What follows belongs to an exercise in optimizing a design on an open flow for small area, a short achievable clock period and few clock cycles; a production flow would make more cautious choices. In this exercise RTL edits were held to simulation tests only and were not proved equivalent to the original.

==> flow/design.v <==
module FPU_FSM (
  input wire clk,
  input wire reset,
  input wire start,
  input wire       sign_bit_a,
  input wire [7:0] int_part_a,
  input wire [7:0] frac_part_a,
  input wire       sign_bit_b,
  input wire [7:0] int_part_b,
  input wire [7:0] frac_part_b,
  input wire [1:0] S,  
  output wire [31:0] result,
  output wire       sign_bit_result,
  output wire [7:0] int_part_result,
  output wire [7:0] frac_part_result,
  output reg done
);
  localparam K = 3;                    
  localparam KM = 2 * K;               
  localparam NMC = (17 + KM - 1) / KM;  
  localparam MW = NMC * KM;            
  localparam ML = 23 - MW;             
  wire [15:0] A = {int_part_a, frac_part_a};
  wire [15:0] B = {int_part_b, frac_part_b};
  wire nzA = |A;
  wire nzB = |B;
  wire sac = sign_bit_a & nzA;
  wire sbc = sign_bit_b & nzB;
  wire eff_sub = sac ^ sbc ^ S[0];
  wire [16:0] s_ab = {1'b0, A} + {1'b0, B};
  wire [16:0] d_ab = {1'b0, A} - {1'b0, B};
  wire [15:0] d_ba = B - A;
  wire a_lt_b = d_ab[16];
  wire [16:0] M = !eff_sub ? s_ab : (a_lt_b ? {1'b0, d_ba} : d_ab);
  wire add_sign = (eff_sub & a_lt_b) ? (sbc ^ S[0]) : sac;
  wire [16:0] nin = M;
  reg [16:0] nt;
  reg [4:0] nz;
  always @(*) begin
    nt = nin;
    nz[4] = (nt[16:1] == 16'd0); if (nz[4]) nt = {nt[0], 16'd0};
    nz[3] = (nt[16:9] == 8'd0);  if (nz[3]) nt = {nt[8:0], 8'd0};
    nz[2] = (nt[16:13] == 4'd0); if (nz[2]) nt = {nt[12:0], 4'd0};
    nz[1] = (nt[16:15] == 2'd0); if (nz[1]) nt = {nt[14:0], 2'd0};
    nz[0] = ~nt[16];             if (nz[0]) nt = {nt[15:0], 1'b0};
  end
  reg [15:0] at;
  reg [3:0] az;
  always @(*) begin
    at = A;
    az[3] = (at[15:8] == 8'd0);  if (az[3]) at = {at[7:0], 8'd0};
    az[2] = (at[15:12] == 4'd0); if (az[2]) at = {at[11:0], 4'd0};
    az[1] = (at[15:14] == 2'd0); if (az[1]) at = {at[13:0], 2'd0};
    az[0] = ~at[15];             if (az[0]) at = {at[14:0], 1'b0};
  end
  reg [15:0] bt;
  reg [3:0] bz;
  always @(*) begin
    bt = B;
    bz[3] = (bt[15:8] == 8'd0);  if (bz[3]) bt = {bt[7:0], 8'd0};
    bz[2] = (bt[15:12] == 4'd0); if (bz[2]) bt = {bt[11:0], 4'd0};
    bz[1] = (bt[15:14] == 2'd0); if (bz[1]) bt = {bt[13:0], 2'd0};
    bz[0] = ~bt[15];             if (bz[0]) bt = {bt[14:0], 1'b0};
  end
  wire [15:0] An = nzA ? at : 16'h8000;
  wire [15:0] Bn = nzB ? bt : 16'h8000;
  wire [7:0] ea = nzA ? (8'd134 - {4'd0, az}) : 8'd0;
  wire [7:0] eb = nzB ? (8'd134 - {4'd0, bz}) : 8'd0;
  reg [7:0] add_e;
  always @(*) begin
    case (nz)
      5'd0: add_e = 8'd135;  5'd1: add_e = 8'd134;  5'd2: add_e = 8'd133;
      5'd3: add_e = 8'd132;  5'd4: add_e = 8'd131;  5'd5: add_e = 8'd130;
      5'd6: add_e = 8'd129;  5'd7: add_e = 8'd128;  5'd8: add_e = 8'd127;
      5'd9: add_e = 8'd126;  5'd10: add_e = 8'd125; 5'd11: add_e = 8'd124;
      5'd12: add_e = 8'd123; 5'd13: add_e = 8'd122; 5'd14: add_e = 8'd121;
      5'd15: add_e = 8'd120; default: add_e = 8'd119;
    endcase
  end
  wire mzero = eff_sub ? (A == B) : ~(nzA | nzB);
  wire [31:0] add_res = mzero ? {add_sign, 31'd0}
                      : {add_sign, add_e, nt[15:0], 7'd0};
  wire [4:0] blen = 5'd16 - {1'b0, az};
  reg [2:0] mcyc;
  integer c;
  always @(*) begin
    mcyc = NMC;
    for (c = NMC - 1; c >= 1; c = c - 1)
      if (blen + 5'd1 <= c * KM) mcyc = c;
  end
  wire [MW-1:0] mq0 = {An, {(MW-16){1'b0}}} >> (MW + 1 - KM * mcyc);
  wire q0 = (An >= Bn);
  wire [7:0] ex = ea + (eb ^ {8{S[0]}}) + {7'd0, ~S[0]};
  wire [7:0] ex1 = ex - 8'd1;
  reg [31:0] res;
  reg b_mul, b_div, pk;
  reg dm;              
  reg pcr;             
  reg [2:0] cnt;
  reg [16:0] X;        
  reg [15:0] V;        
  reg bp;              
  reg [5:0] bud;       
  wire idle = ~(b_mul | b_div);
  wire [MW-1:0] MQ = res[22:ML];    
  wire [16:0] xs [0:K];
  wire [K-1:0] q;      
  wire [KM-1:0] mo;    
  assign xs[0] = X;
  genvar g;
  generate
    for (g = 0; g < K; g = g + 1) begin : stg
      wire blo = (g == 0) ? bp : MQ[2*g-1];
      wire b0 = MQ[2*g];
      wire b1 = MQ[2*g+1];
      wire one = b0 ^ blo;
      wire two = (b1 & ~b0 & ~blo) | (~b1 & b0 & blo);
      wire [17:0] mag = one ? {2'b0, V} : two ? {1'b0, V, 1'b0} : 18'd0;
      wire inv = dm | b1;
      wire [17:0] mg = dm ? {2'b0, V} : mag;
      wire [18:0] op1 = dm ? {2'b0, xs[g]} : {{2{xs[g][16]}}, xs[g]};
      wire [18:0] op2 = {19{inv}} ^ {1'b0, mg};
      wire [18:0] sum = op1 + op2 + {18'd0, inv};
      wire qq = ~sum[18];
      wire [15:0] y = qq ? sum[15:0] : xs[g][15:0];
      assign xs[g+1] = dm ? {y, 1'b0} : sum[18:2];
      assign q[g] = qq;
      assign mo[2*g+1:2*g] = sum[1:0];
    end
  endgenerate
  wire [2*K:0] ge;
  genvar n;
  generate
    for (n = 0; n <= 2 * K; n = n + 1) begin : gen_ge
      assign ge[n] = ~bud[5] && (bud[4:0] >= n);
    end
  endgenerate
  reg [K-1:0] qv;
  reg [3:0] pc;        
  integer t;
  always @(*) begin
    pc = 4'd0;
    for (t = 0; t < K - 1; t = t + 1) begin
      qv[t] = q[t] & ge[t + pc];
      pc = pc + {3'd0, q[t]};
    end
    qv[K-1] = q[K-1] & ge[K - 1 + pc];
  end
  wire div_end = q[K-1] ? ~ge[K + 1 + pc] : ~ge[K + pc];
  wire [5:0] bud_t = bud - K[5:0] - {2'd0, pc};
  wire [5:0] bud_t1 = bud - K[5:0] - 6'd1 - {2'd0, pc};
  wire [5:0] bud_next = q[K-1] ? bud_t1 : bud_t;
  wire [MW-1:0] MQn = {mo, MQ[MW-1:KM]};
  wire [16+MW-1:0] P = {X[15:0], MQ};
  localparam PT = 16 + MW - 1;
  wire [16+MW-1:0] Pl = {xs[K][15:0], MQn};
  wire pcl = Pl[PT-1];
  wire [16+MW-1:0] Pn = pcl ? {Pl[PT-1:0], 1'b0} : {Pl[PT-2:0], 2'b0};
  wire [22:0] pm = P[PT-1:PT-23];
  wire pg = P[PT-24];
  wire pr = P[PT-25];
  wire ps = |P[PT-26:0];
  wire rnd = pg & (pr | ps | pm[0]);
  wire ones = &pm;
  wire ovf = rnd & ones;
  wire [22:0] pm_r = !rnd ? pm : (ones ? 23'h400000 : pm + 23'd1);
  wire [7:0] pke = res[30:23] + {7'd0, pcr};    
  wire [7:0] pe = pke + {7'd0, ovf};
  always @(posedge clk or posedge reset) begin
    if (reset) begin
      b_mul <= 1'b0;
      pk <= 1'b0;
      b_div <= 1'b0;
      done <= 1'b0;
    end else begin
      done <= 1'b0;
      if (idle) begin
        if (start) begin
          pk <= 1'b0;
          if (!S[1] || (!S[0] && !(nzA && nzB))) done <= 1'b1;
          else if (!S[0]) b_mul <= 1'b1;
          else b_div <= 1'b1;
        end
      end
      if (b_mul && cnt == NMC - 1) begin
        b_mul <= 1'b0;
        pk <= 1'b1;
        done <= 1'b1;
      end
      if (b_div && div_end) begin
        b_div <= 1'b0;
        done <= 1'b1;
      end
    end
  end
  integer j;
  always @(posedge clk) begin
    cnt <= cnt + 3'd1;
    if (!idle) begin
      X <= (b_mul && cnt == NMC - 1) ? {1'b0, Pn[16+MW-1:MW]} : xs[K];
      bud <= bud_next;
    end
    if (idle && start) begin
      dm <= S[0];
      V <= Bn;
      bp <= 1'b0;
      bud <= q0 ? 6'd23 : 6'd22;
      if (S[0]) begin
        X <= q0 ? {1'b0, An} : {An, 1'b0};
        cnt <= 3'd0;
      end else begin
        X <= 17'd0;
        cnt <= NMC - mcyc;
      end
    end
    if (idle && start) begin
      if (!S[1]) begin
        res <= add_res;
      end else if (!S[0]) begin
        res <= {sac ^ sbc, 31'd0};
        if (nzA && nzB) begin
          res[30:23] <= ex ^ 8'h80;
          res[22:ML] <= mq0;
        end
      end else begin
        res <= {sac ^ sbc, (q0 ? ex : ex1) ^ 8'h80, 23'd0};
      end
    end
    if (b_mul) begin
      pcr <= pcl;
      bp <= MQ[KM-1];
      if (cnt == NMC - 1) begin
        res[22:ML] <= Pn[MW-1:0];
      end else begin
        res[22:ML] <= MQn;
      end
    end
    if (b_div) begin
      for (j = 0; j < 23; j = j + 1)
        if (cnt == (23 - j) / K) res[j] <= qv[(23 - j) % K];
    end
  end
  assign result = pk ? {res[31], pe, pm_r} : res;
  wire [7:0] rs = pk ? pke : res[30:23];
  wire wov = pk & ovf;
  wire [25:0] W = {wov, 1'b1, wov ? 23'd0 : result[22:0], 1'b0};
  wire [7:0] u = 8'd143 - rs;
  wire [25:0] Ws = W >> u[4:0];
  wire inr = (rs >= 8'd118) && (rs <= 8'd143);
  assign {int_part_result, frac_part_result} = inr ? Ws[15:0] : 16'd0;
  assign sign_bit_result = result[31];
endmodule
export LEC_CHECK = 0
export ABC_AREA = 1
export CAP_MARGIN = 20
export CORE_MARGIN = 2
export CORE_UTILIZATION = 50
export PLACE_DENSITY = 0.65
export SLEW_MARGIN = 20
export TNS_END_PERCENT = 10
create_clock -name core_clock -period 22.0 [get_ports {clk}]
standard.sh (not shown) runs the stock make flow with config.mk's settings and CLKGATE_MAP_FILE= SYNTH_SCRIPT=/design/flow/synth_recipe.tcl, a recipe that flattens the netlist after the stock synthesis.
==> flow/flow/run.sh <==
#!/bin/bash
set -euo pipefail
cd "$(dirname "$0")/.."
bash standard.sh SETUP_SLACK_MARGIN=13 "BUFFER_PORTS_ARGS=-buffer_cell sky130_fd_sc_hd__buf_2" finish > standard_flow.log 2>&1
Testbench counts at the start, summed over its fixed seeds: cycles 35,965.
Edit:
==> flow/run.sh (new file) <==
#!/bin/bash
# synth_recipe.tcl (not shown) runs the flow's synth.tcl, then flattens the netlist and writes it again
# the make line also repeats each setting of config.mk as NAME=value (left out here)
make -C /OpenROAD-flow-scripts/flow DESIGN_CONFIG=/design/flow/config.mk WORK_HOME=/design/flow/orfs CLKGATE_MAP_FILE= SYNTH_SCRIPT=/design/flow/synth_recipe.tcl finish
Settings changed: TNS_END_PERCENT 10 to not set.
removed: flow/flow/run.sh
removed: flow/standard.sh
Global-route usage fell by 1.3 points.
Synthesized cell count does not change.
Final cell count shrinks by a few percent.
Count of clock-buffer cells in the layout rises by 1.
Die area does not change.
Flip-flop and latch count stays the same.
Fmax fell by about a fifth.
Wire length is lower by a few percent.
Edit:
==> flow/flow/run.sh (new file) <==
#!/bin/bash
set -euo pipefail
cd "$(dirname "$0")/.."
bash standard.sh SETUP_SLACK_MARGIN=12.5 "BUFFER_PORTS_ARGS=-buffer_cell sky130_fd_sc_hd__buf_2" finish > standard_flow.log 2>&1
==> flow/standard.sh (new file) <==
#!/bin/bash
# synth_recipe.tcl (not shown) runs the flow's synth.tcl, then flattens the netlist and writes it again
# the make line also repeats each setting of config.mk as NAME=value (left out here)
make -C /OpenROAD-flow-scripts/flow DESIGN_CONFIG=/design/flow/config.mk WORK_HOME=/design/flow/orfs CLKGATE_MAP_FILE= SYNTH_SCRIPT=/design/flow/synth_recipe.tcl "${@:-finish}"
removed: flow/run.sh
What happened: Clock-buffer cell count shrinks by 1. Setup slack gains 1.9 ns. Worst hold slack gains 0.0086 ns. Cell area grows slightly. Fmax grows by about a fifth. Synthesized cell count does not change. Wire length grows by a few percent.
Edit:
==> flow/flow/run.sh (replaced) <==
#!/bin/bash
set -euo pipefail
cd "$(dirname "$0")/.."
bash standard.sh SETUP_SLACK_MARGIN=13 "BUFFER_PORTS_ARGS=-buffer_cell sky130_fd_sc_hd__buf_2" finish > standard_flow.log 2>&1
Settings changed: GPL_TIMING_DRIVEN set to 1.
Outcome: Cell area climbs by 3.7%. Register-to-register slack gets better by 0.27 ns. Routed wire length climbs by 2.2%.
Edit:
==> flow/flow/run.sh (replaced) <==
#!/bin/bash
set -euo pipefail
cd "$(dirname "$0")/.."
bash standard.sh SETUP_SLACK_MARGIN=14 "BUFFER_PORTS_ARGS=-buffer_cell sky130_fd_sc_hd__buf_2" finish > standard_flow.log 2>&1
Settings changed: GPL_TIMING_DRIVEN 1 to not set, TNS_END_PERCENT set to 10.
After rerunning: Design area climbs by 11%; setup slack improves by 0.18 ns; routed wire length climbs by 5.2%; utilization climbs by 6.0 points; via count climbs by 3.6%; hold slack improves by 0.012 ns.

static timing again, ports no longer ideal:
No port has a modelled driver above. Below, the same layouts with a new extraction and two added sets of constraints. Step 1, drivers: a clkbuf_16 drives clk and a buf_2 each remaining input, both assumed. Step 2, shift: input delay + t, output delay - t, t = (earliest + latest rising clock arrival at the registers) / 2. This alone moves slack from input paths to output paths. Slacks: no drivers / after step 1 / after step 2; pairs: no drivers / after step 1.
run	t, ns	slack for setup (ns)	worst register clock-pin slew, ns	worst slew at a driven data input, ns	cell pins on the clock port's net
the first run	0.399	13.280 / 13.262 / 12.909	0.07 / 0.07	0.04	1
the second run	0.399	10.980 / 11.003 / 10.604	0.07 / 0.07	0.04	1
the third run	0.401	12.919 / 12.946 / 12.545	0.08 / 0.08	0.04	1
the fourth run	0.401	13.289 / 13.246 / 12.911	0.07 / 0.07	0.04	1
the fifth run	0.415	13.464 / 13.448 / 13.044	0.07 / 0.07	0.06	1
After both steps setup and hold are still met in every run listed. The setup slack of the fifth run, which loses most, moves by -0.016 ns with the drivers and by -0.420 ns with both steps.
